Source: an optimization exercise on an open RTL-to-GDS flow (aim: small area, a short achievable clock period and few clock cycles per item). Production flows keep margins and buffers that such runs may drop.
The RTL was checked by simulation tests, not by an equivalence proof against the original design.

==> flow/design.v <==
module rom #( parameter  DATA_WIDTH = 16, ADDR_WIDTH = 4)
(
	input [(ADDR_WIDTH-1):0] addr,
	output[(DATA_WIDTH-1):0] q
);
	parameter INITIAL_VALUE ={
  	  16'h3244,
	  16'h1dac,
	  16'h0fae,
	  16'h07f5,
	  16'h03ff,
	  16'h0200,
	  16'h0100,
	  16'h0080,
	  16'h0040,
	  16'h0020,
	  16'h0010,
	  16'h0008,
	  16'h0004,
	  16'h0002,
	  16'h0001,
	  16'h0001
	  };
	assign q = INITIAL_VALUE[((2**ADDR_WIDTH-1)-addr)*DATA_WIDTH +: DATA_WIDTH];
endmodule
module cordic_core #(parameter DATA_WIDTH = 16, ADDR_WIDTH = 4)
(
	input	clk, rst, en,
	input signed [DATA_WIDTH-1:0] z,q,
	output [ADDR_WIDTH-1:0] addr,
	output done,
	output signed [DATA_WIDTH-1:0] x,y
);
	reg [4:0] n,n_next;
	reg done_int, done_dly;
	wire done_redge;
	reg signed [19:0]x_reg,y_reg,x_next,y_next,z_reg,z_next;
	reg [1:0] state,state_next; 
	parameter idle = 1'b0, iteration = 1'b1;
	always @ (posedge clk, posedge rst) 
	begin
		if (rst)
		begin
			state <= idle;
			n 	  <= 0;
			x_reg <= 0;
			y_reg <= 0;
			z_reg <= 0;
			done_dly <=1;
		end
		else
		begin
			state <= state_next;
			n 	  <= n_next;
			x_reg <= x_next;
			y_reg <= y_next;
			z_reg <= z_next;
			done_dly <= done_int;
		end	
	end
	always @ (*)
	begin
		n_next = n;
		done_int = 1'b0;
		state_next = idle;
		case (state)
			idle:
			begin
				if (en)
				begin
					state_next = iteration;
				end
				else
				begin
					state_next = idle;
				end
				n_next = 0;
				done_int = 1'b1;
			end
			iteration:
			begin
				if (n == (DATA_WIDTH-2))
				begin
					state_next = idle;
				end
				else
				begin
					n_next = n + 1'b1;
					state_next = iteration;
				end
			end
		endcase
	end
	always @ (*)
	begin
		x_next = x_reg;
		y_next = y_reg;
		z_next = z_reg;
		case (state)
			idle:
			begin
				x_next = 16'h26dd;
				y_next = 0;
				z_next = z;
			end
			iteration:
			begin
				if (z_reg[DATA_WIDTH-1]==1'b0) 
				begin
					x_next = x_reg - (y_reg >>> n);
					y_next = y_reg + (x_reg >>> n);
					z_next = z_reg - q;
				end
				else
				begin
					x_next = x_reg + (y_reg >>> n);
					y_next = y_reg - (x_reg >>> n);
					z_next = z_reg + q;
				end
			end
		endcase
	end
	assign addr = n;
	assign done = done_redge;
	assign done_redge = done_int & (~done_dly);   
	assign x = done_redge? x_reg: 0;
	assign y = done_redge? y_reg: 0;
endmodule
`timescale 1ns/100ps
module cordic #(parameter DATA_WIDTH = 16 , ADDR_WIDTH = 4)
(
	input  clk,rst,en,
	output done,
	input  signed [DATA_WIDTH-1:0] z,
	output signed [DATA_WIDTH-1:0] x,y
);
	wire [ADDR_WIDTH-1:0] rom_addr;
	wire [DATA_WIDTH-1:0] rom_data;
	cordic_core #(.DATA_WIDTH(DATA_WIDTH),.ADDR_WIDTH(ADDR_WIDTH)) u_cordic_core
	(
		.clk(clk),
		.rst(rst),
		.en(en),
		.done(done), 
		.z(z),
		.addr(rom_addr),
		.q(rom_data),
		.x(x),
		.y(y)
	);
	rom #(.DATA_WIDTH(DATA_WIDTH),.ADDR_WIDTH(ADDR_WIDTH)) u_rom
	(
		.addr(rom_addr),
		.q(rom_data)
	);
endmodule
==> flow/run.sh <==
#!/bin/bash
# synth_recipe.tcl (not shown) runs the flow's synth.tcl, then flattens the netlist and writes it again
# the make line also repeats each setting of config.mk as NAME=value (left out here)
make -C /OpenROAD-flow-scripts/flow DESIGN_CONFIG=/design/flow/config.mk WORK_HOME=/design/flow/orfs CLKGATE_MAP_FILE= SYNTH_SCRIPT=/design/flow/synth_recipe.tcl finish
==> flow/config.mk <==
export PLATFORM = sky130hd
export DESIGN_NAME = cordic
export DESIGN_NICKNAME = cordic
export VERILOG_FILES = /design/flow/design.v
export SDC_FILE = /design/flow/constraint.sdc
export NUM_CORES = 4
export LEC_CHECK = 0
export CAP_MARGIN = 20
export CORE_MARGIN = 2
export CORE_UTILIZATION = 40
export SLEW_MARGIN = 20
==> flow/constraint.sdc <==
create_clock -name core_clock -period 6.0 [get_ports {clk}]
set_input_delay 1.2000 -clock core_clock [delete_from_list [all_inputs] [get_ports {clk}]]
set_output_delay 1.2000 -clock core_clock [all_outputs]
set_load 0.01 [all_outputs]
==> impl_metrics.py, run 1 <==
metrics = {
    "logic_synthesis": {
        "ys_seq_area_share_pct": 18.5,
        "postSynth.topFlopCell": "sky130_fd_sc_hd__dfrtp_1",
        "synth_top_cell_by_area": "sky130_fd_sc_hd__dfrtp_1",
        "synth_seq_cells": 63,
        "count_of_flip_flops_with_a_built_in_enable_after_synthesis": 0,
        "synth_top_cells_by_count": "sky130_fd_sc_hd__nor2_1, sky130_fd_sc_hd__a21oi_1, sky130_fd_sc_hd__nand2_1",
        "synth_area_per_cell_sq_um": 8.35,
        "synth_area_leaders": "sky130_fd_sc_hd__dfrtp_1, sky130_fd_sc_hd__ha_1, sky130_fd_sc_hd__mux4_2",
        "xor_xnor_share_of_the_synthesized_area_pct": 8.42,
        "synth.most_common_cell": "sky130_fd_sc_hd__nor2_1",
        "post_synth_num_cell_types": 84,
        "main_combinational_cell_family_by_area_after_synthesis": "compound AO/OA/AOI/OAI gates",
        "post_synth_mux_area_share_pct": 17.0,
        "asyncSetResetFlopFracSynth_pct": 100,
        "syn_nets": 1112,
        "synth_top_area_share_pct": 18.2,
        "synth-adder-area-share_pct": 10.8,
        "synth_warnings": 1,
        "synth.cell_area_sq_um": 8530,
        "post_synth_inst_count": 1021,
        "synth_compound_area_share_pct": 21.3,
        "post_synth_and_or_nand_nor_area_fraction_pct": 19.2,
    },
    "setup_path": {
        "worst_ep_arrival_time_ps": 5750,
        "path_class": "register to register",
        "critical_path.reg2reg.startpoint": "u_cordic_core.n[0]",
        "setup.worst_path.start": "u_cordic_core.n[0]",
        "critical_path.endpoint_type": "register",
        "r2r.worst_path.cells": 16,
        "rr_endpoint": "u_cordic_core.y_reg[19]",
        "crit_path_start_kind": "register",
        "worst-endpoint-required_ps": 6250,
        "timing.critical_path.fanout_max": 25,
        "setup.reg_to_reg.worst_slack_ps": 490,
        "timing.critical_path.to": "u_cordic_core.y_reg[19]",
    },
    "timing": {
        "clock.fmax_ghz": 0.182,
        "report.final.setup_viol": 0,
        "hold_violations": 0,
        "tightestPinTransition_ps": 960,
        "min_period_over_period_pct": 91.8,
        "rsz0062_at_grt": "false",
        "worst_skew_ps": 7.66,
        "timing.final.crit_period_ps": 5510,
        "number_of_pins_with_negative_max_slew_slack_in_the_final_report": 0,
        "slew-limit-headroom_pct": 35.3,
        "timing.setup.tns_ps": 0,
    },
    "cts": {
        "cts_num_sinks": 63,
        "hold_buffers": 0,
        "cts_made_buffers": 9,
        "clock_tree_from_tritoncts": "built",
        "h-tree-depth": 3,
        "worstSkewPairLatency_ps": 350,
        "clk_root_buffer_cell": "sky130_fd_sc_hd__clkbuf_16",
        "max-clock-path-buffers": 2,
        "clkSlewWorstSetupHoldPaths_ps": 60,
    },
    "floorplan": {
        "fp.dieH_um": 150,
        "io_pins": 52,
        "std_cell_rows": 53,
        "floorplan.initialDensity_pct": 40.7,
        "fp.dieW_um": 150,
        "die_area_sq_um": 22500,
        "core_area_sq_um": 21000,
    },
    "routing": {
        "postRouteAntennaNets": 0,
        "drt_first_pass_iters": 5,
        "routed_wl_mm": 26.9,
        "drc": 0,
        "drt_first_iter_violations": 716,
        "routed_wire_length_per_instance_um": 20.1,
        "viasPerCell": 6.05,
        "routed-via-count": 8097,
    },
    "run_status": {
        "status": "no timing/DRC/antenna violations",
    },
    "layout": {
        "fillerInstances": 2113,
        "multi_input_comb_area_sq_um": 6560,
        "area_growth_pct": 13.5,
        "postLayoutCoreUtil_pct": 46.2,
        "antenna_diodes": 0,
        "final_net_count": 1149,
        "final_layout_size_suffix_gt1_share_pct": 13.0,
        "regArea_sq_um": 1580,
    },
    "flow_run": {
        "cap_violations": 0,
    },
    "placed_design": {
        "port_buffers": 51,
        "gpl.final_weighted_congestion": 0.974,
        "place.detailed.hpwl_mm": 20.1,
    },
    "grt": {
        "grt_use_total_pct": 24.5,
        "gr-total-overflow": 0,
        "first_global_vias": 7643,
        "grt_antenna_before_repair": 0,
        "grt_first_pass_wirelength_mm": 42.5,
        "grt_start_max_net_pins": 48,
    },
    "min_path": {
        "hold_path.class": "register to register",
    },
}
==> metal layers <==
layer,track usage [%],part of all wire (%),vias up
met3,3.60,6.3,56
met4,10.5,3.6,0
met5,0,0,-
met1,34.8,46,3898
li1,-,-,3823
met2,36.9,44,320
==> cell families (layout without fill, tap and decap cells) <==
family,count (synthesis),after routing
AND/OR/NAND/NOR,334,334
buffers and inverters,96,138
XOR/XNOR,82,82
flip-flops,63,63
multiplexers,97,97
adder cells (fa/ha/maj),72,72
AO/OA/AOI/OAI,277,277
==> area by class of cell <==
cell class,instances,share of cell area (%)
Clock inverter,4,0.233
Sequential cell,63,16.4
Clock buffer,12,2.44
Inverter,35,1.36
Timing Repair Buffer,87,8.33
Multi-Input combinational cell,862,67.7
Tap cell,275,3.56
==> timing repair <==
action,CTS,global route
gates resized for setup,0,0
endpoints found under the setup margin,0,1
setup buffers,0,1
==> cells in the final DEF (no fill, tap or decap), types with 20 or more instances in the layout <==
cell	Yosys	layout
sky130_fd_sc_hd__a21o_1	27	27
sky130_fd_sc_hd__a21oi_1	87	87
sky130_fd_sc_hd__and2_1	36	36
sky130_fd_sc_hd__buf_4	1	34
sky130_fd_sc_hd__clkdlybuf4s50_1	0	51
sky130_fd_sc_hd__dfrtp_1	62	60
sky130_fd_sc_hd__ha_1	69	69
sky130_fd_sc_hd__inv_1	33	32
sky130_fd_sc_hd__mux2_2	35	35
sky130_fd_sc_hd__mux2i_1	22	22
sky130_fd_sc_hd__mux4_2	34	34
sky130_fd_sc_hd__nand2_1	81	81
sky130_fd_sc_hd__nor2_1	102	101
sky130_fd_sc_hd__nor3_1	20	20
sky130_fd_sc_hd__o21ai_0	45	45
sky130_fd_sc_hd__xnor2_1	55	55
sky130_fd_sc_hd__xor2_1	27	27
==> worst min path at each step <==
stage	to	depth (start not counted)	from
after global routing	u_cordic_core.z_reg[0]	2	u_cordic_core.z_reg[0]
final	u_cordic_core.z_reg[0]	2	u_cordic_core.z_reg[0]
after floorplan	u_cordic_core.x_reg[0]	2	u_cordic_core.x_reg[0]
after CTS	u_cordic_core.z_reg[0]	2	u_cordic_core.z_reg[0]
after detailed placement	u_cordic_core.z_reg[0]	2	u_cordic_core.z_reg[0]
after global placement	u_cordic_core.z_reg[0]	2	u_cordic_core.z_reg[0]
==> per-stage QoR <==
step                instance area, sq um  hold WS, ps  setup WS (ps)  instances
detailed placement                  9390          605            368       1321
global placement                    9390          590            485       1321
finish                              9680          617            492       1338
CTS                                 9650          619            345       1337
global route                        9680          648            234       1338
floorplan                           8530          564            733       1021
==> critical path, stage by stage, from the launching register on <==
cell,delay (ps)
sky130_fd_sc_hd__dfrtp_4,670
sky130_fd_sc_hd__buf_12,250
sky130_fd_sc_hd__mux4_2,530
sky130_fd_sc_hd__a221o_1,410
sky130_fd_sc_hd__or2_2,310
sky130_fd_sc_hd__or4_4,510
sky130_fd_sc_hd__or2_4,260
sky130_fd_sc_hd__or4_1,420
sky130_fd_sc_hd__and2_0,170
sky130_fd_sc_hd__o32a_1,290
sky130_fd_sc_hd__ha_1,220
sky130_fd_sc_hd__or3_1,340
sky130_fd_sc_hd__a211o_1,250
sky130_fd_sc_hd__a41oi_1,290
sky130_fd_sc_hd__o21ai_0,160
sky130_fd_sc_hd__xnor2_1,140
sky130_fd_sc_hd__and2_1,150
Testbench counts, summed over its fixed seeds: cycles 38,400, items 2,400.
==> inputs of run 2 (changes only) <==
==> flow/design.v (replaced) <==
module rom (
	input  [3:0]  addr,
	output [15:0] q
);
	assign q = (addr == 4'd0) ? 16'h3244 :
	           (addr == 4'd1) ? 16'h1dac :
	           (addr == 4'd2) ? 16'h0fae :
	           (addr == 4'd3) ? 16'h07f5 :
	           (addr == 4'd4) ? 16'h03ff :
	           (addr == 4'd15) ? 16'h0001 :
	           (16'h4000 >> addr);
endmodule
module cordic_core (
	input             clk, rst, en,
	input      [15:0] z,
	input      [15:0] q,
	output     [3:0]  addr,
	output reg        done,
	output     [15:0] x, y
);
	localparam [15:0] A0 = 16'h3244, X0 = 16'h26dd;
	reg               busy;
	reg        [3:0]  n;
	reg signed [15:0] xr, yr, zr;
	wire accept = en & ~busy;
	wire               dn = zr[15];
	wire signed [15:0] ysh = yr >>> n;
	wire signed [15:0] xsh = xr >>> n;
	wire        [15:0] oy = ysh ^ {16{~dn}};
	wire        [15:0] ox = xsh ^ {16{dn}};
	wire        [15:0] oz = q ^ {16{~dn}};
	wire        [16:0] sx = {xr, 1'b1} + {oy, ~dn};
	wire        [16:0] sy = {yr, 1'b1} + {ox, dn};
	wire        [16:0] sz = {zr, 1'b1} + {oz, ~dn};
	always @(posedge clk) begin
		if (accept) begin
			xr <= X0;
			yr <= z[15] ? -X0 : X0;
			zr <= z[15] ? z + A0 : z - A0;
			n  <= 4'd1;
		end else begin
			xr <= sx[16:1];
			yr <= sy[16:1];
			zr <= sz[16:1];
			n  <= n + 4'd1;
		end
	end
	always @(posedge clk, posedge rst) begin
		if (rst) begin
			busy <= 1'b0;
			done <= 1'b0;
		end else begin
			busy <= accept | (busy & (n != 4'd14));
			done <= busy & (n == 4'd14);
		end
	end
	assign addr = n;
	assign x = xr;
	assign y = yr;
endmodule
module cordic (
	input                clk, rst, en,
	output               done,
	input  signed [15:0] z,
	output signed [15:0] x, y
);
	wire [3:0]  rom_addr;
	wire [15:0] rom_data;
	cordic_core u_cordic_core (
		.clk(clk), .rst(rst), .en(en), .z(z),
		.addr(rom_addr), .q(rom_data),
		.done(done), .x(x), .y(y)
	);
	rom u_rom (.addr(rom_addr), .q(rom_data));
endmodule
--- a/flow/config.mk
+++ b/flow/config.mk
@@ -6,6 +6,8 @@
 export NUM_CORES = 4
 export LEC_CHECK = 0
+export ABC_AREA = 1
 export CAP_MARGIN = 20
 export CORE_MARGIN = 2
-export CORE_UTILIZATION = 40
+export CORE_UTILIZATION = 60
+export SETUP_SLACK_MARGIN = 2.0
 export SLEW_MARGIN = 20
==> run 2 against run 1 <==
Synthesized area shrank 28%. Hold slack lost 79 ps. Synthesized cell count shrank 4.8%. Final area shrank 29%. Die area shrank 51%. Setup slack gained 1700 ps. Via count shrank 16%. Sequential cell count shrank 9. Count of clock-buffer cells in the layout shrank 6. Largest cell class unchanged.
==> impl_metrics.py, run 2 <==
metrics = {
    "grt": {
        "grt_antenna_before_repair": 0,
        "grt_first_pass_wirelength_mm": 29.8,
        "grt_use_total_pct": 32.8,
        "grt_start_max_net_pins": 39,
        "gr-total-overflow": 0,
        "first_global_vias": 6425,
    },
    "logic_synthesis": {
        "ys_seq_area_share_pct": 17.7,
        "post_synth_num_cell_types": 53,
        "synth_area_per_cell_sq_um": 6.34,
        "synth_seq_cells": 54,
        "synth_area_leaders": "sky130_fd_sc_hd__dfxtp_1, sky130_fd_sc_hd__nand2_1, sky130_fd_sc_hd__ha_1",
        "count_of_flip_flops_with_a_built_in_enable_after_synthesis": 0,
        "asyncSetResetFlopFracSynth_pct": 3.70,
        "synth.cell_area_sq_um": 6160,
        "synth_warnings": 1,
        "syn_nets": 1056,
        "synth.most_common_cell": "sky130_fd_sc_hd__nand2_1",
        "post_synth_inst_count": 972,
        "synth_top_cells_by_count": "sky130_fd_sc_hd__nand2_1, sky130_fd_sc_hd__nand3_1, sky130_fd_sc_hd__inv_1, sky130_fd_sc_hd__o21ai_0, sky130_fd_sc_hd__a21oi_1",
        "synth_top_area_share_pct": 16.9,
        "synth_top_cell_by_area": "sky130_fd_sc_hd__dfxtp_1",
        "postSynth.topFlopCell": "sky130_fd_sc_hd__dfxtp_1",
    },
    "timing": {
        "number_of_pins_with_negative_max_slew_slack_in_the_final_report": 0,
        "hold_violations": 0,
        "worst_skew_ps": 12.3,
        "report.final.setup_viol": 0,
        "timing.final.crit_period_ps": 3820,
        "rsz0062_at_grt": "true",
        "timing.setup.tns_ps": 0,
        "clock.fmax_ghz": 0.261,
        "slew-limit-headroom_pct": 53.6,
        "tightestPinTransition_ps": 695,
        "min_period_over_period_pct": 63.7,
    },
    "layout": {
        "antenna_diodes": 0,
        "most_frequent_standard_cell_in_the_layout_excluding_fill_and_tap_cells": "sky130_fd_sc_hd__nand2_1",
        "final_layout_size_suffix_gt1_share_pct": 4.58,
        "layout_common_cells": "sky130_fd_sc_hd__nand2_1, sky130_fd_sc_hd__nand3_1, sky130_fd_sc_hd__o21ai_0",
        "regArea_sq_um": 1090,
        "fillerInstances": 925,
        "area_growth_pct": 10.8,
        "final_net_count": 1088,
        "multi_input_comb_area_sq_um": 4590,
    },
    "routing": {
        "drt_first_iter_violations": 502,
        "drt_first_pass_iters": 7,
        "postRouteAntennaNets": 0,
        "viasPerCell": 5.95,
        "routed_wire_length_per_instance_um": 16.0,
        "routed-via-count": 6787,
        "drc": 0,
        "routed_wl_mm": 18.3,
    },
    "setup_path": {
        "most_frequent_cell_on_the_critical_path": "sky130_fd_sc_hd__nand2_1",
        "setup.worst_path.start": "u_cordic_core.n[1]",
        "critical_path.reg2reg.startpoint": "u_cordic_core.n[1]",
        "path_class": "register to register",
        "path_buf_inv": 4,
        "critical_path.endpoint_type": "register",
        "crit_path_start_kind": "register",
        "timing.critical_path.fanout_max": 32,
        "cpMaxStageDelayCell": "sky130_fd_sc_hd__dfxtp_1",
        "timing.critical_path.max_delay_family": "simple AND/OR/NAND/NOR gates",
        "worst-endpoint-required_ps": 6220,
        "worst_ep_arrival_time_ps": 4050,
        "setup.reg_to_reg.worst_slack_ps": 2180,
        "crit_path_max_incr_delay_ps": 450,
        "critical_path.cell_chain": "buf_6 > ha_1 > inv_1 > nor2_1 > inv_2 > nand2_1 > nor2_2 > nor2_1 > nand2_1 > nand2_1 > inv_1 > ha_1 > nand2_1 > a21oi_2 > a21oi_1 > o21ai_1 > nand2_1 > a31oi_1 > nand2_1 > nand2_1 > nand2_1 > nand3_1 > nand2_1",
    },
    "floorplan": {
        "floorplan.initialDensity_pct": 60.8,
        "io_pins": 52,
        "die_area_sq_um": 11100,
        "std_cell_rows": 37,
        "fp.dieH_um": 105,
        "fp.dieW_um": 105,
        "core_area_sq_um": 10100,
    },
    "cts": {
        "max-clock-path-buffers": 2,
        "h-tree-depth": 2,
        "cts_made_buffers": 5,
        "clock_tree_from_tritoncts": "built",
        "clkSlewWorstSetupHoldPaths_ps": 110,
        "cts_num_sinks": 54,
        "worstSkewPairLatency_ps": 330,
        "clk_root_buffer_cell": "sky130_fd_sc_hd__clkbuf_8",
    },
    "placed_design": {
        "gpl.final_weighted_congestion": 0.987,
        "place.detailed.hpwl_mm": 14.2,
        "port_buffers": 51,
    },
    "run_status": {
        "status": "no timing/DRC/antenna violations",
    },
    "min_path": {
        "hold_path.class": "register to register",
        "timing.hold.worst.start": "u_cordic_core.busy",
    },
    "flow_run": {
        "cap_violations": 0,
    },
}
-- run 2: cell count changes after synthesis, moves of 35 or more --
| cell | before | now |
|---|---|---|
| sky130_fd_sc_hd__xnor2_1 | 55 | 14 |
| sky130_fd_sc_hd__mux2_2 | 35 | 0 |
| sky130_fd_sc_hd__dfrtp_1 | 62 | 2 |
| sky130_fd_sc_hd__nand3_1 | 12 | 84 |
| sky130_fd_sc_hd__dfxtp_1 | 0 | 52 |
| sky130_fd_sc_hd__nor2_1 | 102 | 51 |
| sky130_fd_sc_hd__inv_1 | 33 | 80 |
| sky130_fd_sc_hd__o21ai_0 | 45 | 80 |
| sky130_fd_sc_hd__nand2_1 | 81 | 268 |
-- run 2: worst min-delay path: stages, from the launching register on --
cell                      delay [ps]
sky130_fd_sc_hd__dfrtp_1         340
sky130_fd_sc_hd__inv_1            60
sky130_fd_sc_hd__nor2_1          100
-- run 2: worst paths after layout --
check	endpoint	cells past startpoint
max in group asynchronous	u_cordic_core.busy	2
max reg2reg	u_cordic_core.zr[12]	23
min	u_cordic_core.done	2
min reg2reg	u_cordic_core.done	2
max	u_cordic_core.zr[12]	23
min in group asynchronous	u_cordic_core.done	2
-- run 2: stage by stage --
| stage | instances | hold slack, ps | util, % | cell area [sq um] | setup slack (ps) |
|---|---|---|---|---|---|
| floorplan | 972 | 468 | - | 6160 | 2720 |
| detailed placement | 1132 | 506 | 66.3 | 6720 | 1980 |
| CTS | 1141 | 528 | 67.2 | 6810 | 2030 |
| global placement | 1132 | 492 | 66.3 | 6720 | 2000 |
| finish | 1141 | 539 | 67.4 | 6830 | 2180 |
| global route | 1141 | 585 | 67.4 | 6830 | 1960 |
-- run 2: kinds of logic (layout without fill, tap and decap cells) --
logic type	after synthesis	count (layout)	share of synthesized area, %
buffers and inverters	118	151	7.92
AO/OA/AOI/OAI	225	225	21.1
flip-flops	54	54	17.7
XOR/XNOR	61	61	8.67
adder cells (fa/ha/maj)	65	65	13.3
AND/OR/NAND/NOR	444	444	30.5
multiplexers	5	5	0.812
-- run 2: area by class of cell --
type / count / share of cell area [%]
Clock buffer: 6 / 1.06
Clock inverter: 2 / 0.201
Inverter: 87 / 4.91
Multi-Input combinational cell: 800 / 67.2
Sequential cell: 54 / 16.0
Tap cell: 136 / 2.49
Timing Repair Buffer: 55 / 8.02
Timing Repair inverter: 1 / 0.0733
-- run 2: routing by layer --
layer	global-route usage [%]	wire length [um]
met4	17.6	851
met1	38.4	7370
met3	5.13	1190
met5	0	0
met2	57.1	8850
-- run 2: repair_timing --
item / CTS / global route
pin swaps: 0 / 0
resized for setup: 1 / 6
endpoints found under the setup margin: 1 / 12
buffers inserted: 0 / 0
hold buffers: 0 / 0
gates cloned: 1 / 0
Testbench counts of run 2, summed over its fixed seeds: cycles 36,000, items 2,400.
==> inputs of run 3 (changes only) <==
--- a/flow/config.mk
+++ b/flow/config.mk
@@ -10,4 +10,5 @@
 export CORE_MARGIN = 2
 export CORE_UTILIZATION = 60
-export SETUP_SLACK_MARGIN = 2.0
+export GPL_TIMING_DRIVEN = 1
+export SETUP_SLACK_MARGIN = 2.5
 export SLEW_MARGIN = 20
==> run 3 against run 2 <==
Critical path depth unchanged. Die area unchanged. Sequential share of layout area down 0.24 points. Count of clock-buffer cells in the layout unchanged. Still clean on timing, DRC and antenna. Clock skew up 2.3 ps. Sequential cell count unchanged. Via count up 1.4%. Synthesized cell count unchanged. Synthesized area unchanged. Highest routed layer unchanged.
==> impl_metrics.py, run 3 <==
metrics = {
    "routing": {
        "routed_wire_length_per_instance_um": 16.0,
        "viasPerCell": 5.96,
        "drt_first_iter_violations": 565,
        "drc": 0,
        "routed-via-count": 6879,
        "postRouteAntennaNets": 0,
        "drt_first_pass_iters": 6,
        "routed_wl_mm": 18.5,
    },
    "logic_synthesis": {
        "synth_area_per_cell_sq_um": 6.34,
        "synth_area_leaders": "sky130_fd_sc_hd__dfxtp_1, sky130_fd_sc_hd__nand2_1, sky130_fd_sc_hd__ha_1",
        "synth.most_common_cell": "sky130_fd_sc_hd__nand2_1",
        "synth_top_area_share_pct": 16.9,
        "syn_nets": 1056,
        "asyncSetResetFlopFracSynth_pct": 3.70,
        "synth.cell_area_sq_um": 6160,
        "synth_seq_cells": 54,
        "ys_seq_area_share_pct": 17.7,
        "count_of_flip_flops_with_a_built_in_enable_after_synthesis": 0,
        "synth_warnings": 1,
        "post_synth_num_cell_types": 53,
        "post_synth_inst_count": 972,
        "synth_top_cell_by_area": "sky130_fd_sc_hd__dfxtp_1",
        "postSynth.topFlopCell": "sky130_fd_sc_hd__dfxtp_1",
        "synth_top_cells_by_count": "sky130_fd_sc_hd__nand2_1, sky130_fd_sc_hd__nand3_1, sky130_fd_sc_hd__inv_1, sky130_fd_sc_hd__o21ai_0, sky130_fd_sc_hd__a21oi_1",
    },
    "floorplan": {
        "std_cell_rows": 37,
        "floorplan.initialDensity_pct": 60.8,
        "fp.dieW_um": 105,
        "die_area_sq_um": 11100,
        "fp.dieH_um": 105,
        "core_area_sq_um": 10100,
        "io_pins": 52,
    },
    "timing": {
        "report.final.setup_viol": 0,
        "number_of_pins_with_negative_max_slew_slack_in_the_final_report": 0,
        "timing.setup.tns_ps": 0,
        "worst_skew_ps": 14.6,
        "rsz0062_at_grt": "true",
        "worst_hold_slack_ps": 534,
        "min_period_over_period_pct": 57.0,
        "clock.fmax_ghz": 0.292,
        "hold_violations": 0,
        "timing.final.crit_period_ps": 3420,
        "tightestPinTransition_ps": 626,
        "slew-limit-headroom_pct": 58.2,
    },
    "setup_path": {
        "rr_endpoint": "u_cordic_core.zr[12]",
        "cpMaxStageDelayCell": "sky130_fd_sc_hd__dfxtp_4",
        "worst_ep_arrival_time_ps": 3650,
        "path_class": "register to register",
        "most_frequent_cell_on_the_critical_path": "sky130_fd_sc_hd__nand2_1",
        "timing.critical_path.fanout_max": 32,
        "crit_path_start_kind": "register",
        "setup.reg_to_reg.worst_slack_ps": 2580,
        "worst-endpoint-required_ps": 6230,
        "crit_path_max_incr_delay_ps": 410,
        "critical_path.reg2reg.startpoint": "u_cordic_core.n[1]",
        "critical_path.endpoint_type": "register",
        "critical_path.cell_chain": "buf_12 > ha_1 > inv_1 > nor2_2 > inv_2 > nand2_1 > nor2_2 > nor2_1 > nand2_1 > nand2_1 > inv_1 > ha_1 > nand2_1 > a21oi_2 > a21oi_1 > o21ai_2 > nand2_1 > a31oi_2 > nand2_1 > nand2_1 > nand2_1 > nand3_1 > nand2_1",
        "r2r.worst_path.cells": 23,
    },
    "cts": {
        "clkSlewWorstSetupHoldPaths_ps": 110,
        "cts_num_sinks": 54,
        "clk_root_buffer_cell": "sky130_fd_sc_hd__clkbuf_8",
        "h-tree-depth": 2,
        "cts_made_buffers": 5,
        "clock_tree_from_tritoncts": "built",
        "worstSkewPairLatency_ps": 330,
        "max-clock-path-buffers": 2,
        "hold_buffers": 0,
    },
    "min_path": {
        "hold-path-cell-count": 2,
        "hold_path.class": "register to register",
        "hold-path-endpoint": "u_cordic_core.done",
        "timing.hold.worst.start": "u_cordic_core.busy",
    },
    "placed_design": {
        "place.detailed.hpwl_mm": 14.2,
        "gpl.final_weighted_congestion": 0.987,
        "post-place-cells": 1132,
        "port_buffers": 51,
    },
    "grt": {
        "grt_antenna_before_repair": 0,
        "gr-total-overflow": 0,
        "grt_start_max_net_pins": 39,
        "first_global_vias": 6469,
        "grt_use_total_pct": 33.0,
        "grt_first_pass_wirelength_mm": 30.0,
    },
    "layout": {
        "area_growth_pct": 13.6,
        "final_net_count": 1102,
        "final_layout_size_suffix_gt1_share_pct": 6.87,
        "fillerInstances": 904,
        "most_frequent_standard_cell_in_the_layout_excluding_fill_and_tap_cells": "sky130_fd_sc_hd__nand2_1",
        "layout_common_cells": "sky130_fd_sc_hd__nand2_1, sky130_fd_sc_hd__nand3_1, sky130_fd_sc_hd__inv_1",
        "antenna_diodes": 0,
        "layoutNonFillerInstCount": 1155,
    },
    "run_status": {
        "status": "no timing/DRC/antenna violations",
    },
    "flow_run": {
        "cap_violations": 0,
    },
}
run 3: layer usage:
| layer | track usage, % | vias up | part of all wire (%) |
|---|---|---|---|
| li1 | - | 3374 | - |
| met1 | 38.7 | 3155 | 40 |
| met2 | 58.0 | 288 | 49 |
| met3 | 4.58 | 62 | 6.3 |
| met4 | 17.0 | 0 | 4.4 |
| met5 | 0 | - | 0 |
run 3: critical path, delay by kind of cell (launching register included):
kind / cells / cell delay, ps
AO/OA/AOI/OAI: 4 / 840
buffers and inverters: 4 / 430
flip-flops: 1 / 410
adder cells (fa/ha/maj): 2 / 510
AND/OR/NAND/NOR: 13 / 1140
run 3: logic make-up after synthesis:
group                      after synthesis  share of synthesized area, %
xor gates and xnor gates                61                          8.67
buffers and inverters                  118                          7.92
muxes                                    5                         0.812
DFF                                     54                          17.7
adders and majority gates               65                          13.3
and+or+nand+nor                        444                          30.5
AOI/OAI and AO/OA                      225                          21.1
run 3: worst max path at each step:
stage,start,cells after the start,end
after global placement,z[15],13,u_cordic_core.zr[12]
after floorplan,u_cordic_core.n[1],25,u_cordic_core.zr[12]
after CTS,u_cordic_core.n[1],23,u_cordic_core.zr[12]
after global routing,u_cordic_core.n[1],23,u_cordic_core.zr[12]
final,u_cordic_core.n[1],23,u_cordic_core.zr[12]
after detailed placement,en,6,u_cordic_core.zr[15]
run 3: area by class of cell:
cell class	instances	area [sq um]	share of cell area, %
timing repair buffer	69	671	9.58
sequential	54	1100	15.8
tap	136	170	2.43
timing repair inverter	1	7.51	0.107
multi-input combinational	800	4620	66.0
clock inverter	2	13.8	0.197
inverter	87	344	4.92
clock buffer	6	72.6	1.04
run 3: repair_timing:
action,in CTS,in global routing
endpoints found under the setup margin,27,21
gates cloned,1,0
setup buffers,4,10
pin swaps,0,4
gates resized for setup,14,20
run 3: metrics by stage:
step                      worst slack [ps]  utilization, %  cell area (sq um)
final                                 2580            69.0               7000
after global placement                2000            66.3               6720
after global routing                  2390            69.0               7000
after detailed placement              1980            66.3               6720
after floorplan                       2720               -               6160
after CTS                             2460            67.8               6880
==> inputs of run 4 (changes only) <==
--- a/flow/config.mk
+++ b/flow/config.mk
@@ -10,5 +10,4 @@
 export CORE_MARGIN = 2
 export CORE_UTILIZATION = 60
-export GPL_TIMING_DRIVEN = 1
-export SETUP_SLACK_MARGIN = 2.5
+export SETUP_SLACK_MARGIN = 2.3
 export SLEW_MARGIN = 20
==> run 4 against run 3 <==
Register-to-register slack worse by 60 ps. Final area is 0.52% lower. Die area stayed put. Sequential share of layout area hardly changed. Critical path type unchanged. Highest routed layer unchanged. Setup slack worse by 64 ps.
==> impl_metrics.py, run 4 <==
metrics = {
    "logic_synthesis": {
        "post_synth_inst_count": 972,
        "synth_top_cell_by_area": "sky130_fd_sc_hd__dfxtp_1",
        "postSynth.topFlopCell": "sky130_fd_sc_hd__dfxtp_1",
        "synth_area_per_cell_sq_um": 6.34,
        "synth_top_area_share_pct": 16.9,
        "synth_area_leaders": "sky130_fd_sc_hd__dfxtp_1, sky130_fd_sc_hd__nand2_1, sky130_fd_sc_hd__ha_1",
        "asyncSetResetFlopFracSynth_pct": 3.70,
        "synth.cell_area_sq_um": 6160,
        "synth.most_common_cell": "sky130_fd_sc_hd__nand2_1",
        "synth_top_cells_by_count": "sky130_fd_sc_hd__nand2_1, sky130_fd_sc_hd__nand3_1, sky130_fd_sc_hd__inv_1, sky130_fd_sc_hd__o21ai_0, sky130_fd_sc_hd__a21oi_1",
        "synth_warnings": 1,
        "syn_nets": 1056,
        "synth_seq_cells": 54,
        "count_of_flip_flops_with_a_built_in_enable_after_synthesis": 0,
        "post_synth_num_cell_types": 53,
        "ys_seq_area_share_pct": 17.7,
    },
    "placed_design": {
        "port_buffers": 51,
        "place.detailed.hpwl_mm": 14.2,
        "gpl.final_weighted_congestion": 0.987,
        "postPlaceCellArea_sq_um": 6720,
    },
    "layout": {
        "postLayoutCoreUtil_pct": 68.7,
        "fillerInstances": 900,
        "regArea_sq_um": 1100,
        "final_net_count": 1100,
        "final_layout_size_suffix_gt1_share_pct": 6.39,
        "multi_input_comb_area_sq_um": 4610,
        "area_growth_pct": 13.0,
        "most_frequent_standard_cell_in_the_layout_excluding_fill_and_tap_cells": "sky130_fd_sc_hd__nand2_1",
        "layout_common_cells": "sky130_fd_sc_hd__nand2_1, sky130_fd_sc_hd__nand3_1, sky130_fd_sc_hd__o21ai_0",
        "antenna_diodes": 0,
        "post-route-cell-area_sq_um": 6960,
    },
    "cts": {
        "clkSlewWorstSetupHoldPaths_ps": 110,
        "h-tree-depth": 2,
        "clk_root_buffer_cell": "sky130_fd_sc_hd__clkbuf_8",
        "cts_num_sinks": 54,
        "worstSkewPairLatency_ps": 330,
        "clock_tree_from_tritoncts": "built",
        "cts_made_buffers": 5,
        "hold_buffers": 0,
        "max-clock-path-buffers": 2,
    },
    "routing": {
        "drc": 0,
        "viasPerCell": 5.97,
        "routed_wl_mm": 18.4,
        "drt_first_iter_violations": 526,
        "routed-via-count": 6885,
        "drt_first_pass_iters": 6,
        "postRouteAntennaNets": 0,
        "routed_wire_length_per_instance_um": 15.9,
    },
    "setup_path": {
        "critical_path.endpoint_type": "register",
        "cpMaxStageDelayCell": "sky130_fd_sc_hd__dfxtp_2",
        "path_class": "register to register",
        "worst_ep_arrival_time_ps": 3710,
        "worst-endpoint-required_ps": 6230,
        "path_buf_inv": 4,
        "crit_path_start_kind": "register",
        "timing.critical_path.max_delay_family": "simple AND/OR/NAND/NOR gates",
        "critical_path.cell_chain": "buf_8 > ha_1 > inv_1 > nor2_2 > inv_2 > nand2_1 > nor2_2 > nor2_1 > nand2_1 > nand2_1 > inv_1 > ha_1 > nand2_1 > a21oi_2 > a21oi_1 > o21ai_2 > nand2_1 > a31oi_2 > nand2_1 > nand2_1 > nand2_1 > nand3_1 > nand2_1",
        "timing.critical_path.fanout_max": 32,
        "crit_path_max_incr_delay_ps": 430,
        "most_frequent_cell_on_the_critical_path": "sky130_fd_sc_hd__nand2_1",
    },
    "grt": {
        "gr-total-overflow": 0,
        "grt_start_max_net_pins": 39,
        "gr-usage-met2_pct": 57.2,
        "busiest_layer": "met2",
        "first_global_vias": 6438,
        "use_met3_pct": 5.07,
        "grt_antenna_before_repair": 0,
        "global_routing_met1_resource_utilization_pct": 38.4,
        "grt_use_total_pct": 32.8,
        "grt_first_pass_wirelength_mm": 29.9,
    },
    "timing": {
        "tightestPinTransition_ps": 682,
        "timing.setup.tns_ps": 0,
        "min_period_over_period_pct": 58.1,
        "worst_hold_slack_ps": 536,
        "clock.fmax_ghz": 0.287,
        "worst_skew_ps": 13.2,
        "hold_violations": 0,
        "slew-limit-headroom_pct": 54.5,
        "timing.final.crit_period_ps": 3490,
        "rsz0062_at_grt": "false",
        "number_of_pins_with_negative_max_slew_slack_in_the_final_report": 0,
        "report.final.setup_viol": 0,
    },
    "floorplan": {
        "core_area_sq_um": 10100,
        "floorplan.initialDensity_pct": 60.8,
        "die_area_sq_um": 11100,
        "io_pins": 52,
        "fp.dieW_um": 105,
        "std_cell_rows": 37,
        "fp.dieH_um": 105,
    },
    "flow_run": {
        "cap_violations": 0,
    },
    "run_status": {
        "status": "no timing/DRC/antenna violations",
    },
    "min_path": {
        "hold_path.class": "register to register",
    },
}
## run 4: cell counts after synthesis
No cell type changed its count.
## run 4: repair_timing
| action | 4_1_cts | 5_1_grt |
|---|---|---|
| endpoints found under the setup margin | 7 | 13 |
| gates resized for setup | 5 | 16 |
| pin swaps | 0 | 1 |
| setup buffers | 1 | 11 |
| gates cloned | 1 | 0 |
## run 4: final cells by class
| class | instances | area share (%) |
|---|---|---|
| Tap cell | 136 | 2.44 |
| Clock buffer | 6 | 1.04 |
| Clock inverter | 2 | 0.198 |
| Timing Repair inverter | 1 | 0.108 |
| Inverter | 87 | 4.92 |
| Multi-Input combinational cell | 800 | 66.1 |
| Sequential cell | 54 | 15.8 |
| Timing Repair Buffer | 67 | 9.38 |
## run 4: logic make-up (layout without fill, tap and decap cells)
group           after synthesis  in the layout  share of synthesized area [%]
xor+xnor                     61             61                           8.67
mux                           5              5                          0.812
compound gates              225            225                           21.1
flops                        54             54                           17.7
simple gates                444            444                           30.5
fa+ha+maj                    65             65                           13.3
buf+inv                     118            163                           7.92
## run 4: routing by layer
layer | part of all wire, % | up-vias
met5 | 0 | -
met4 | 5.0 | 0
met3 | 6.7 | 68
met2 | 49 | 291
met1 | 40 | 3148
li1 | - | 3378
## run 4: final timing paths
check	start	to	slack, ps	cells past startpoint
min in group asynchronous	rst	u_cordic_core.busy	1030	2
hold reg to reg	u_cordic_core.busy	u_cordic_core.done	540	2
hold / removal	u_cordic_core.busy	u_cordic_core.done	540	2
max in group asynchronous	rst	u_cordic_core.busy	4860	2
setup / recovery	u_cordic_core.n[1]	u_cordic_core.zr[12]	2510	23
setup reg to reg	u_cordic_core.n[1]	u_cordic_core.zr[12]	2510	23
## run 4: worst register-to-register path, cell delays in order, from the launching register on
cell,delay [ps]
sky130_fd_sc_hd__dfxtp_2,430
sky130_fd_sc_hd__buf_8,230
sky130_fd_sc_hd__ha_1,240
sky130_fd_sc_hd__inv_1,120
sky130_fd_sc_hd__nor2_2,190
sky130_fd_sc_hd__inv_2,80
sky130_fd_sc_hd__nand2_1,80
sky130_fd_sc_hd__nor2_2,50
sky130_fd_sc_hd__nor2_1,120
sky130_fd_sc_hd__nand2_1,60
sky130_fd_sc_hd__nand2_1,90
sky130_fd_sc_hd__inv_1,40
sky130_fd_sc_hd__ha_1,280
sky130_fd_sc_hd__nand2_1,90
sky130_fd_sc_hd__a21oi_2,240
sky130_fd_sc_hd__a21oi_1,130
sky130_fd_sc_hd__o21ai_2,240
sky130_fd_sc_hd__nand2_1,130
sky130_fd_sc_hd__a31oi_2,210
sky130_fd_sc_hd__nand2_1,100
sky130_fd_sc_hd__nand2_1,70
sky130_fd_sc_hd__nand2_1,40
sky130_fd_sc_hd__nand3_1,60
sky130_fd_sc_hd__nand2_1,50
## run 4: per-stage QoR
| stage | setup slack (ps) | cells |
|---|---|---|
| after floorplan | 2720 | 972 |
| after global placement | 2000 | 1132 |
| after detailed placement | 1980 | 1132 |
| after CTS | 2270 | 1142 |
| after global routing | 2280 | 1153 |
| final | 2510 | 1153 |
==> inputs of run 5 (changes only) <==
--- a/flow/config.mk
+++ b/flow/config.mk
@@ -9,5 +9,6 @@
 export CAP_MARGIN = 20
 export CORE_MARGIN = 2
-export CORE_UTILIZATION = 60
-export SETUP_SLACK_MARGIN = 2.3
+export CORE_UTILIZATION = 70
+export GPL_TIMING_DRIVEN = 1
+export SETUP_SLACK_MARGIN = 2.5
 export SLEW_MARGIN = 20
==> run 5 against run 4 <==
Critical path depth decreased by 4. Sequential share of layout area shrank 0.45 points. Register-to-register slack got worse by 100 ps. Synthesized area unchanged. Count of clock-buffer cells in the layout fell by 1. Fmax down 2.9%. Highest routed layer unchanged.
==> impl_metrics.py, run 5 <==
metrics = {
    "cts": {
        "clk_root_buffer_cell": "sky130_fd_sc_hd__clkbuf_8",
        "cts_made_buffers": 5,
        "hold_buffers": 0,
        "clkSlewWorstSetupHoldPaths_ps": 120,
        "clock_tree_from_tritoncts": "built",
        "max-clock-path-buffers": 2,
        "h-tree-depth": 2,
        "cts_num_sinks": 54,
        "worstSkewPairLatency_ps": 330,
    },
    "timing": {
        "tightestPinTransition_ps": 644,
        "min_period_over_period_pct": 59.8,
        "worst_hold_slack_ps": 583,
        "hold_violations": 0,
        "timing.final.crit_period_ps": 3590,
        "number_of_pins_with_negative_max_slew_slack_in_the_final_report": 0,
        "rsz0062_at_grt": "true",
        "final_critical_path_setup_slack_ps": 2410,
        "worst_skew_ps": 16.6,
        "clock.fmax_ghz": 0.279,
        "timing.setup.tns_ps": 0,
        "slew-limit-headroom_pct": 57.0,
        "report.final.setup_viol": 0,
    },
    "layout": {
        "post-route-cell-area_sq_um": 7220,
        "final_net_count": 1115,
        "final_layout_size_suffix_gt1_share_pct": 9.21,
        "layout_common_cells": "sky130_fd_sc_hd__nand2_1, sky130_fd_sc_hd__nand3_1, sky130_fd_sc_hd__inv_1",
        "postLayoutCoreUtil_pct": 83.6,
        "fillerInstances": 516,
        "most_frequent_standard_cell_in_the_layout_excluding_fill_and_tap_cells": "sky130_fd_sc_hd__nand2_1",
        "regArea_sq_um": 1110,
        "multi_input_comb_area_sq_um": 4700,
        "area_growth_pct": 17.1,
        "antenna_diodes": 0,
    },
    "setup_path": {
        "worst_ep_arrival_time_ps": 3820,
        "critical_path.reg2reg.startpoint": "u_cordic_core.n[0]",
        "critical_path.endpoint_type": "register",
        "timing.critical_path.fanout_max": 27,
        "setup.reg_to_reg.worst_slack_ps": 2410,
        "crit_path_start_kind": "register",
        "worst-endpoint-required_ps": 6230,
        "setup.worst_path.start": "u_cordic_core.n[0]",
        "path_class": "register to register",
    },
    "logic_synthesis": {
        "synth_area_per_cell_sq_um": 6.34,
        "synth.most_common_cell": "sky130_fd_sc_hd__nand2_1",
        "synth_seq_cells": 54,
        "synth_top_area_share_pct": 16.9,
        "synth_top_cell_by_area": "sky130_fd_sc_hd__dfxtp_1",
        "count_of_flip_flops_with_a_built_in_enable_after_synthesis": 0,
        "ys_seq_area_share_pct": 17.7,
        "synth.cell_area_sq_um": 6160,
        "synth_warnings": 1,
        "post_synth_num_cell_types": 53,
        "synth_top_cells_by_count": "sky130_fd_sc_hd__nand2_1, sky130_fd_sc_hd__nand3_1, sky130_fd_sc_hd__inv_1, sky130_fd_sc_hd__o21ai_0, sky130_fd_sc_hd__a21oi_1",
        "asyncSetResetFlopFracSynth_pct": 3.70,
        "postSynth.topFlopCell": "sky130_fd_sc_hd__dfxtp_1",
        "synth_area_leaders": "sky130_fd_sc_hd__dfxtp_1, sky130_fd_sc_hd__nand2_1, sky130_fd_sc_hd__ha_1",
        "post_synth_inst_count": 972,
        "syn_nets": 1056,
    },
    "routing": {
        "routed-via-count": 7480,
        "routed_wl_mm": 20.7,
        "viasPerCell": 6.56,
        "drt_first_pass_iters": 8,
        "routed_wire_length_per_instance_um": 18.2,
        "drt_first_iter_violations": 1001,
        "drc": 0,
        "postRouteAntennaNets": 0,
    },
    "grt": {
        "grt_use_total_pct": 37.1,
        "grt_antenna_before_repair": 0,
        "grt_first_pass_wirelength_mm": 30.1,
        "gr-total-overflow": 0,
        "grt_start_max_net_pins": 40,
        "first_global_vias": 6616,
    },
    "floorplan": {
        "die_area_sq_um": 9570,
        "fp.dieW_um": 97.8,
        "core_area_sq_um": 8640,
        "std_cell_rows": 34,
        "io_pins": 52,
        "floorplan.initialDensity_pct": 71.4,
        "fp.dieH_um": 97.8,
    },
    "flow_run": {
        "cap_violations": 0,
    },
    "run_status": {
        "status": "no timing/DRC/antenna violations",
    },
    "min_path": {
        "timing.hold.worst.start": "u_cordic_core.busy",
        "hold_path.class": "register to register",
    },
    "placed_design": {
        "port_buffers": 51,
        "gpl.final_weighted_congestion": 1.03,
        "place.detailed.hpwl_mm": 13.5,
        "post-place-ws_ps": 1860,
        "postPlaceCellArea_sq_um": 6690,
    },
}
run 5: cell counts after synthesis:
Identical to the previous run, type by type.
run 5: worst max-delay path, stage by stage, from the launching register on:
cell,delay (ps)
sky130_fd_sc_hd__dfxtp_4,410
sky130_fd_sc_hd__buf_12,190
sky130_fd_sc_hd__inv_16,80
sky130_fd_sc_hd__o21ai_0,410
sky130_fd_sc_hd__nand2_1,120
sky130_fd_sc_hd__o21ai_1,160
sky130_fd_sc_hd__nand2_1,80
sky130_fd_sc_hd__o211ai_1,120
sky130_fd_sc_hd__xor2_1,180
sky130_fd_sc_hd__ha_1,300
sky130_fd_sc_hd__a21oi_1,250
sky130_fd_sc_hd__nand2_1,170
sky130_fd_sc_hd__a21oi_2,210
sky130_fd_sc_hd__o21ai_2,110
sky130_fd_sc_hd__a21boi_1,190
sky130_fd_sc_hd__o21ai_1,130
sky130_fd_sc_hd__a21boi_1,190
sky130_fd_sc_hd__nand2_1,70
sky130_fd_sc_hd__nand2_1,70
sky130_fd_sc_hd__nor2_1,40
run 5: repair_timing:
item,in CTS,in global routing
setup endpoints to repair,30,19
cloned,1,2
setup buffers,4,20
pin swaps,0,10
resized for setup,14,45
run 5: path summary, 6_finish.rpt:
kind / end / depth (start not counted)
max: u_cordic_core.xr[12] / 19
max reg2reg: u_cordic_core.xr[12] / 19
min reg2reg: u_cordic_core.done / 2
max in group asynchronous: u_cordic_core.busy / 2
min: u_cordic_core.done / 2
min in group asynchronous: u_cordic_core.busy / 2
run 5: cell type report:
cell class,instances,area share [%]
Multi-Input combinational cell,800,65.1
Clock inverter,3,0.312
Timing Repair Buffer,82,11.4
Tap cell,108,1.87
Sequential cell,54,15.3
Clock buffer,5,0.953
Timing Repair inverter,1,0.104
Inverter,87,4.90
run 5: kinds of logic (layout without fill, tap and decap cells):
logic type | Yosys count | in the layout | share of synthesized area (%)
buf+inv | 118 | 178 | 7.92
mux | 5 | 5 | 0.812
fa+ha+maj | 65 | 65 | 13.3
flops | 54 | 54 | 17.7
simple gates | 444 | 444 | 30.5
compound gates | 225 | 225 | 21.1
xor+xnor | 61 | 61 | 8.67
run 5: routing by layer:
metal | share of wire [%] | GRT usage [%]
met1 | 35 | 43.4
met5 | 0 | 0
met4 | 8.1 | 18.7
met2 | 47 | 66.5
met3 | 9.7 | 4.51
run 5: per-stage QoR:
stage	cells
after floorplan	972
after global placement	1105
after detailed placement	1105
after CTS	1118
after global routing	1140
final	1140
==> inputs of run 6 (changes only) <==
--- a/flow/config.mk
+++ b/flow/config.mk
@@ -9,6 +9,4 @@
 export CAP_MARGIN = 20
 export CORE_MARGIN = 2
-export CORE_UTILIZATION = 70
-export GPL_TIMING_DRIVEN = 1
-export SETUP_SLACK_MARGIN = 2.5
+export CORE_UTILIZATION = 40
 export SLEW_MARGIN = 20
==> run 6 against run 5 <==
Non-clock buffer count is 25 lower. Count of clock-buffer cells in the layout stayed put. Sequential cell count stayed put. Still clean on timing, DRC and antenna. Utilization is 38 points lower. Critical endpoint is now u_cordic_core.zr[12]. Register-to-register slack worse by 410 ps.
==> impl_metrics.py, run 6 <==
metrics = {
    "run_status": {
        "status": "no timing/DRC/antenna violations",
    },
    "setup_path": {
        "setup.reg_to_reg.worst_slack_ps": 2000,
        "crit_path_start_kind": "register",
        "critical_path.cell_chain": "inv_1 > ha_1 > nand2_1 > inv_1 > nand2_2 > nand2_2 > nor2_2 > nor2_1 > nand2_1 > nand2_1 > inv_1 > ha_1 > nand2_1 > a21oi_1 > a21oi_1 > o21ai_1 > nand2_1 > a31oi_1 > nand2_1 > nand2_1 > nand2_1 > nand3_1 > nand2_1",
        "setup.worst_path.start": "u_cordic_core.n[1]",
        "timing.critical_path.max_delay_family": "simple AND/OR/NAND/NOR gates",
        "path_class": "register to register",
        "critical_path.endpoint_type": "register",
        "timing.critical_path.fanout_max": 31,
        "worst_ep_arrival_time_ps": 4210,
        "cpMaxStageDelayCell": "sky130_fd_sc_hd__inv_1",
        "path_buf_inv": 3,
        "most_frequent_cell_on_the_critical_path": "sky130_fd_sc_hd__nand2_1",
        "crit_path_max_incr_delay_ps": 630,
        "worst-endpoint-required_ps": 6210,
        "critical_path.reg2reg.startpoint": "u_cordic_core.n[1]",
    },
    "cts": {
        "cts.repair.resized": 0,
        "h-tree-depth": 2,
        "postCtsSetupBuffers": 0,
        "worstSkewPairLatency_ps": 310,
        "clk_root_buffer_cell": "sky130_fd_sc_hd__clkbuf_16",
        "max-clock-path-buffers": 2,
        "clkSlewWorstSetupHoldPaths_ps": 70,
        "clock_tree_from_tritoncts": "built",
        "hold_buffers": 0,
        "cts_num_sinks": 54,
        "cts_made_buffers": 5,
    },
    "logic_synthesis": {
        "post_synth_inst_count": 972,
        "synth.most_common_cell": "sky130_fd_sc_hd__nand2_1",
        "syn_nets": 1056,
        "synth.cell_area_sq_um": 6160,
        "synth_top_cell_by_area": "sky130_fd_sc_hd__dfxtp_1",
        "synth_top_area_share_pct": 16.9,
        "synth_warnings": 1,
        "synth_top_cells_by_count": "sky130_fd_sc_hd__nand2_1, sky130_fd_sc_hd__nand3_1, sky130_fd_sc_hd__inv_1, sky130_fd_sc_hd__o21ai_0, sky130_fd_sc_hd__a21oi_1",
        "synth_area_leaders": "sky130_fd_sc_hd__dfxtp_1, sky130_fd_sc_hd__nand2_1, sky130_fd_sc_hd__ha_1",
        "ys_seq_area_share_pct": 17.7,
        "postSynth.topFlopCell": "sky130_fd_sc_hd__dfxtp_1",
        "post_synth_num_cell_types": 53,
        "asyncSetResetFlopFracSynth_pct": 3.70,
        "synth_seq_cells": 54,
        "synth_area_per_cell_sq_um": 6.34,
        "count_of_flip_flops_with_a_built_in_enable_after_synthesis": 0,
    },
    "placed_design": {
        "post-place-ws_ps": 1990,
        "place.detailed.hpwl_mm": 13.4,
        "port_buffers": 51,
        "gpl.final_weighted_congestion": 0.890,
    },
    "grt": {
        "gr-total-overflow": 0,
        "grt_start_max_net_pins": 37,
        "grt_first_pass_wirelength_mm": 28.7,
        "first_global_vias": 5928,
        "grt_use_total_pct": 21.5,
        "grt_antenna_before_repair": 0,
    },
    "floorplan": {
        "core_area_sq_um": 15100,
        "std_cell_rows": 45,
        "io_pins": 52,
        "fp.dieW_um": 128,
        "floorplan.initialDensity_pct": 40.7,
        "fp.dieH_um": 128,
        "die_area_sq_um": 16400,
    },
    "flow_run": {
        "cap_violations": 0,
    },
    "routing": {
        "drt_first_iter_violations": 476,
        "routed_wl_mm": 17.2,
        "postRouteAntennaNets": 0,
        "viasPerCell": 5.30,
        "routed-via-count": 6333,
        "routed_wire_length_per_instance_um": 14.4,
        "drt_first_pass_iters": 5,
        "drc": 0,
    },
    "timing": {
        "number_of_pins_with_negative_max_slew_slack_in_the_final_report": 0,
        "worst_skew_ps": 10.4,
        "report.final.setup_viol": 0,
        "slew-limit-headroom_pct": 34.8,
        "timing.final.crit_period_ps": 4000,
        "timing.setup.tns_ps": 0,
        "clock.fmax_ghz": 0.250,
        "final_critical_path_setup_slack_ps": 2000,
        "rsz0062_at_grt": "false",
        "hold_violations": 0,
        "min_period_over_period_pct": 66.7,
        "worst_hold_slack_ps": 503,
        "tightestPinTransition_ps": 976,
    },
    "layout": {
        "most_frequent_standard_cell_in_the_layout_excluding_fill_and_tap_cells": "sky130_fd_sc_hd__nand2_1",
        "antenna_diodes": 0,
        "area_growth_pct": 13.0,
        "final_net_count": 1089,
        "final_layout_size_suffix_gt1_share_pct": 4.17,
        "layout_common_cells": "sky130_fd_sc_hd__nand2_1, sky130_fd_sc_hd__nand3_1, sky130_fd_sc_hd__o21ai_0, sky130_fd_sc_hd__inv_1, sky130_fd_sc_hd__a21oi_1",
    },
    "min_path": {
        "hold_path.class": "register to register",
        "timing.hold.worst.start": "u_cordic_core.busy",
    },
}
==> run 6: metal layers <==
metal | share of wire [%] | GRT usage (%) | up-vias
li1 | - | - | 3360
met1 | 46 | 27.1 | 2793
met2 | 48 | 38.4 | 161
met3 | 4.0 | 2.67 | 19
met4 | 1.9 | 6.40 | 0
met5 | 0 | 0 | -
==> run 6: cell families (layout without fill, tap and decap cells) <==
group	count (synthesis)	count (layout)	synth area share, %
AO/OA/AOI/OAI	225	225	21.1
XOR/XNOR	61	61	8.67
multiplexers	5	5	0.812
adder cells (fa/ha/maj)	65	65	13.3
flip-flops	54	54	17.7
AND/OR/NAND/NOR	444	444	30.5
buffers and inverters	118	152	7.92
==> run 6: cell type report <==
class,instances,area [sq um]
sequential,54,1090
multi-input combinational,800,4590
clock buffer,5,125
fill,1570,8180
timing repair buffer,57,556
tap,188,235
inverter,87,332
clock inverter,3,40.0
==> run 6: through the flow <==
step           std cells  util (%)  instance area [sq um]
6_report            1194      46.0                   6960
5_1_grt             1194      46.0                   6960
4_1_cts             1194      46.0                   6960
3_5_place_dp        1186      44.9                   6800
3_3_place_gp        1186      44.9                   6800
2_1_floorplan        972         -                   6160
==> run 6: path summary, 6_finish.rpt <==
kind | to | depth (start not counted)
max reg2reg | u_cordic_core.zr[12] | 23
min reg2reg | u_cordic_core.done | 2
max | u_cordic_core.zr[12] | 23
min | u_cordic_core.done | 2
min in group asynchronous | u_cordic_core.done | 2
max in group asynchronous | u_cordic_core.busy | 2
==> run 6: worst min-delay path, cell delays in order (launching register included) <==
cell and delay [ps]:
sky130_fd_sc_hd__dfrtp_1 320, sky130_fd_sc_hd__inv_1 50, sky130_fd_sc_hd__nor2_1 90
==> inputs of run 7 (changes only) <==
--- a/flow/design.v
+++ b/flow/design.v
@@ -3,11 +3,9 @@
 	output [15:0] q
 );
-	assign q = (addr == 4'd0) ? 16'h3244 :
-	           (addr == 4'd1) ? 16'h1dac :
+	assign q = (addr == 4'd1) ? 16'h1dac :
 	           (addr == 4'd2) ? 16'h0fae :
 	           (addr == 4'd3) ? 16'h07f5 :
 	           (addr == 4'd4) ? 16'h03ff :
-	           (addr == 4'd15) ? 16'h0001 :
-	           (16'h4000 >> addr);
+	           16'h0200;
 endmodule
 module cordic_core (
@@ -23,4 +21,5 @@
 	reg        [3:0]  n;
 	reg signed [15:0] xr, yr, zr;
+	reg        [15:0] ar;     
 	wire accept = en & ~busy;
 	wire               dn = zr[15];
@@ -29,5 +28,5 @@
 	wire        [15:0] oy = ysh ^ {16{~dn}};
 	wire        [15:0] ox = xsh ^ {16{dn}};
-	wire        [15:0] oz = q ^ {16{~dn}};
+	wire        [15:0] oz = ar ^ {16{~dn}};
 	wire        [16:0] sx = {xr, 1'b1} + {oy, ~dn};
 	wire        [16:0] sy = {yr, 1'b1} + {ox, dn};
@@ -39,5 +38,7 @@
 			zr <= z[15] ? z + A0 : z - A0;
 			n  <= 4'd1;
+			ar <= 16'h1dac;
 		end else begin
+			ar <= (n < 4'd5) ? q : (ar >> 1);
 			xr <= sx[16:1];
 			yr <= sy[16:1];
@@ -55,5 +56,5 @@
 		end
 	end
-	assign addr = n;
+	assign addr = n + 4'd1;
 	assign x = xr;
 	assign y = yr;
--- a/flow/config.mk
+++ b/flow/config.mk
@@ -9,4 +9,6 @@
 export CAP_MARGIN = 20
 export CORE_MARGIN = 2
-export CORE_UTILIZATION = 40
+export CORE_UTILIZATION = 60
+export GPL_TIMING_DRIVEN = 1
+export SETUP_SLACK_MARGIN = 2.5
 export SLEW_MARGIN = 20
==> run 7 against run 6 <==
Setup slack gained 710 ps. Largest cell class unchanged. Synthesized area rose by 5.8%. Fmax up 22%. Critical path type unchanged. Critical endpoint is now u_cordic_core.xr[12].
==> impl_metrics.py, run 7 <==
metrics = {
    "timing": {
        "tightestPinTransition_ps": 836,
        "worst_skew_ps": 18.6,
        "hold_violations": 0,
        "min_period_over_period_pct": 54.8,
        "timing.setup.tns_ps": 0,
        "number_of_pins_with_negative_max_slew_slack_in_the_final_report": 0,
        "report.final.setup_viol": 0,
        "rsz0062_at_grt": "true",
        "timing.final.crit_period_ps": 3290,
        "slew-limit-headroom_pct": 43.9,
        "clock.fmax_ghz": 0.304,
    },
    "setup_path": {
        "critical_path.cell_chain": "buf_8 > mux2i_1 > o21ai_0 > o21ai_1 > o22ai_1 > xor2_1 > ha_1 > a21oi_1 > nand2_1 > a31oi_1 > o21ai_2 > a21boi_1 > o21ai_1 > nand2_1 > nand3_1 > nand2_1 > nor2_1",
        "worst-endpoint-required_ps": 6260,
        "worst_ep_arrival_time_ps": 3540,
        "timing.critical_path.fanout_max": 34,
        "critical_path.endpoint_type": "register",
        "crit_path_start_kind": "register",
        "most_frequent_cell_on_the_critical_path": "sky130_fd_sc_hd__nand2_1",
        "path_class": "register to register",
        "cpMaxStageDelayCell": "sky130_fd_sc_hd__dfxtp_2",
        "crit_path_max_incr_delay_ps": 420,
    },
    "floorplan": {
        "fp.dieH_um": 108,
        "core_area_sq_um": 10700,
        "io_pins": 52,
        "std_cell_rows": 38,
        "die_area_sq_um": 11700,
        "fp.dieW_um": 108,
        "floorplan.initialDensity_pct": 60.7,
    },
    "run_status": {
        "status": "no timing/DRC/antenna violations",
    },
    "placed_design": {
        "gpl.final_weighted_congestion": 0.921,
        "place.detailed.hpwl_mm": 12.5,
        "port_buffers": 51,
    },
    "grt": {
        "grt_first_pass_wirelength_mm": 27.3,
        "first_global_vias": 5972,
        "gr-total-overflow": 0,
        "grt_use_total_pct": 29.3,
        "grt_antenna_before_repair": 0,
        "grt_start_max_net_pins": 46,
    },
    "cts": {
        "worstSkewPairLatency_ps": 370,
        "clkSlewWorstSetupHoldPaths_ps": 80,
        "cts_made_buffers": 9,
        "cts_num_sinks": 67,
        "max-clock-path-buffers": 2,
        "clock_tree_from_tritoncts": "built",
        "clk_root_buffer_cell": "sky130_fd_sc_hd__clkbuf_8",
        "h-tree-depth": 3,
    },
    "flow_run": {
        "cap_violations": 0,
    },
    "layout": {
        "layout_common_cells": "sky130_fd_sc_hd__nand2_1, sky130_fd_sc_hd__nand3_1, sky130_fd_sc_hd__a21oi_1",
        "area_growth_pct": 10.9,
        "postLayoutCoreUtil_pct": 67.3,
        "most_frequent_standard_cell_in_the_layout_excluding_fill_and_tap_cells": "sky130_fd_sc_hd__nand2_1",
        "final_net_count": 1106,
        "final_layout_size_suffix_gt1_share_pct": 7.70,
        "antenna_diodes": 0,
    },
    "logic_synthesis": {
        "synth_area_leaders": "sky130_fd_sc_hd__dfxtp_1, sky130_fd_sc_hd__nand2_1, sky130_fd_sc_hd__ha_1",
        "synth_top_area_share_pct": 19.9,
        "ys_seq_area_share_pct": 20.7,
        "synth_top_cells_by_count": "sky130_fd_sc_hd__nand2_1, sky130_fd_sc_hd__nand3_1, sky130_fd_sc_hd__a21oi_1",
        "synth.most_common_cell": "sky130_fd_sc_hd__nand2_1",
        "syn_nets": 1073,
        "count_of_flip_flops_with_a_built_in_enable_after_synthesis": 0,
        "synth_top_cell_by_area": "sky130_fd_sc_hd__dfxtp_1",
        "asyncSetResetFlopFracSynth_pct": 2.99,
        "synth_area_per_cell_sq_um": 6.60,
        "postSynth.topFlopCell": "sky130_fd_sc_hd__dfxtp_1",
        "synth_warnings": 1,
        "post_synth_inst_count": 989,
        "post_synth_num_cell_types": 52,
        "synth.cell_area_sq_um": 6520,
        "synth_seq_cells": 67,
    },
    "routing": {
        "viasPerCell": 5.68,
        "postRouteAntennaNets": 0,
        "routed-via-count": 6625,
        "drt_first_pass_iters": 4,
        "drt_first_iter_violations": 383,
        "routed_wire_length_per_instance_um": 14.2,
        "routed_wl_mm": 16.5,
        "drc": 0,
    },
    "min_path": {
        "hold_path.class": "register to register",
    },
}
run 7: timing repair:
action,CTS,global route
gates cloned,0,0
setup endpoints to repair,10,11
endpoints found under the hold margin,0,0
setup buffers,2,0
resized for setup,4,10
hold buffers,0,0
run 7: worst paths after layout:
| path | end | slack, ps | from | cells past startpoint |
|---|---|---|---|---|
| setup / recovery | u_cordic_core.xr[12] | 2710 | u_cordic_core.n[0] | 17 |
| hold / removal | u_cordic_core.n[0] | 470 | u_cordic_core.n[0] | 1 |
| setup reg to reg | u_cordic_core.xr[12] | 2710 | u_cordic_core.n[0] | 17 |
| hold reg to reg | u_cordic_core.n[0] | 470 | u_cordic_core.n[0] | 1 |
| max in group asynchronous | u_cordic_core.busy | 4900 | rst | 2 |
| min in group asynchronous | u_cordic_core.done | 990 | rst | 2 |
run 7: critical path, delay by kind of cell (launching register included):
family,cells,cell delay [ps]
buffers and inverters,1,250
adders and majority gates,1,340
muxes,1,250
AOI/OAI and AO/OA,8,1380
and+or+nand+nor,5,340
DFF,1,420
xor gates and xnor gates,1,180
run 7: cell type report:
class,count,area [sq um]
clock buffer,10,128
clock inverter,5,31.3
fill,1052,3510
inverter,76,297
multi-input combinational,810,4670
sequential,67,1360
tap,140,175
timing repair buffer,58,569
run 7: through the flow:
step / hold slack (ps) / instance area (sq um) / worst slack [ps] / std cells
2_1_floorplan: 442 / 6520 / 3050 / 989
3_3_place_gp: 455 / 7040 / 1930 / 1149
3_5_place_dp: 458 / 7040 / 1890 / 1149
4_1_cts: 472 / 7220 / 2510 / 1166
5_1_grt: 478 / 7230 / 2460 / 1166
6_report: 470 / 7230 / 2710 / 1166
run 7: cell families after synthesis:
logic type	share of synthesized area [%]
buf+inv	7.73
compound gates	18.4
mux	0.460
flops	20.7
xor+xnor	8.99
fa+ha+maj	12.6
simple gates	31.1
run 7: metal layers:
metal  up-vias  global-route usage (%)  wire, um
li1       3391                       -         -
met1      3033                    36.8      7390
met2       172                    51.1      8060
met3        29                    5.18       777
met4         0                    8.61       296
met5         -                       0         0
Testbench counts of run 7, summed over its fixed seeds: cycles 36,000, items 2,400.

## separate check: timing with driven ports
In the flow no input, the clock included, has a driving cell. The finished layouts below were timed again as built, in two steps. Step 1: set_driving_cell puts a clkbuf_16 on clk and a buf_2 on each other input, an assumption about the parent block. Step 2 also shifts input and output timing later by t, the mid clock arrival at the registers, as if the neighbouring blocks saw the same clock. Three values: ideal, step 1, step 2; two values: the first two.
| run | t, ns | setup slack, ns | cell pins on the clock port's net |
|---|---|---|---|
| run 1 | 0.392 | 0.492 / 0.492 / 0.492 | 1 |
| run 2 | 0.357 | 2.176 / 2.176 / 1.971 | 1 |
| run 3 | 0.361 | 2.578 / 2.578 / 2.334 | 1 |
| run 4 | 0.360 | 2.515 / 2.515 / 2.438 | 1 |
| run 5 | 0.361 | 2.411 / 2.411 / 2.280 | 1 |
| run 6 | 0.346 | 1.999 / 1.999 / 1.999 | 1 |
| run 7 | 0.396 | 2.713 / 2.713 / 2.351 | 1 |
After both steps setup and hold are still met in every run listed. The setup slack of run 7, which loses most, moves by 0.000 ns with the drivers and by -0.362 ns with both steps.
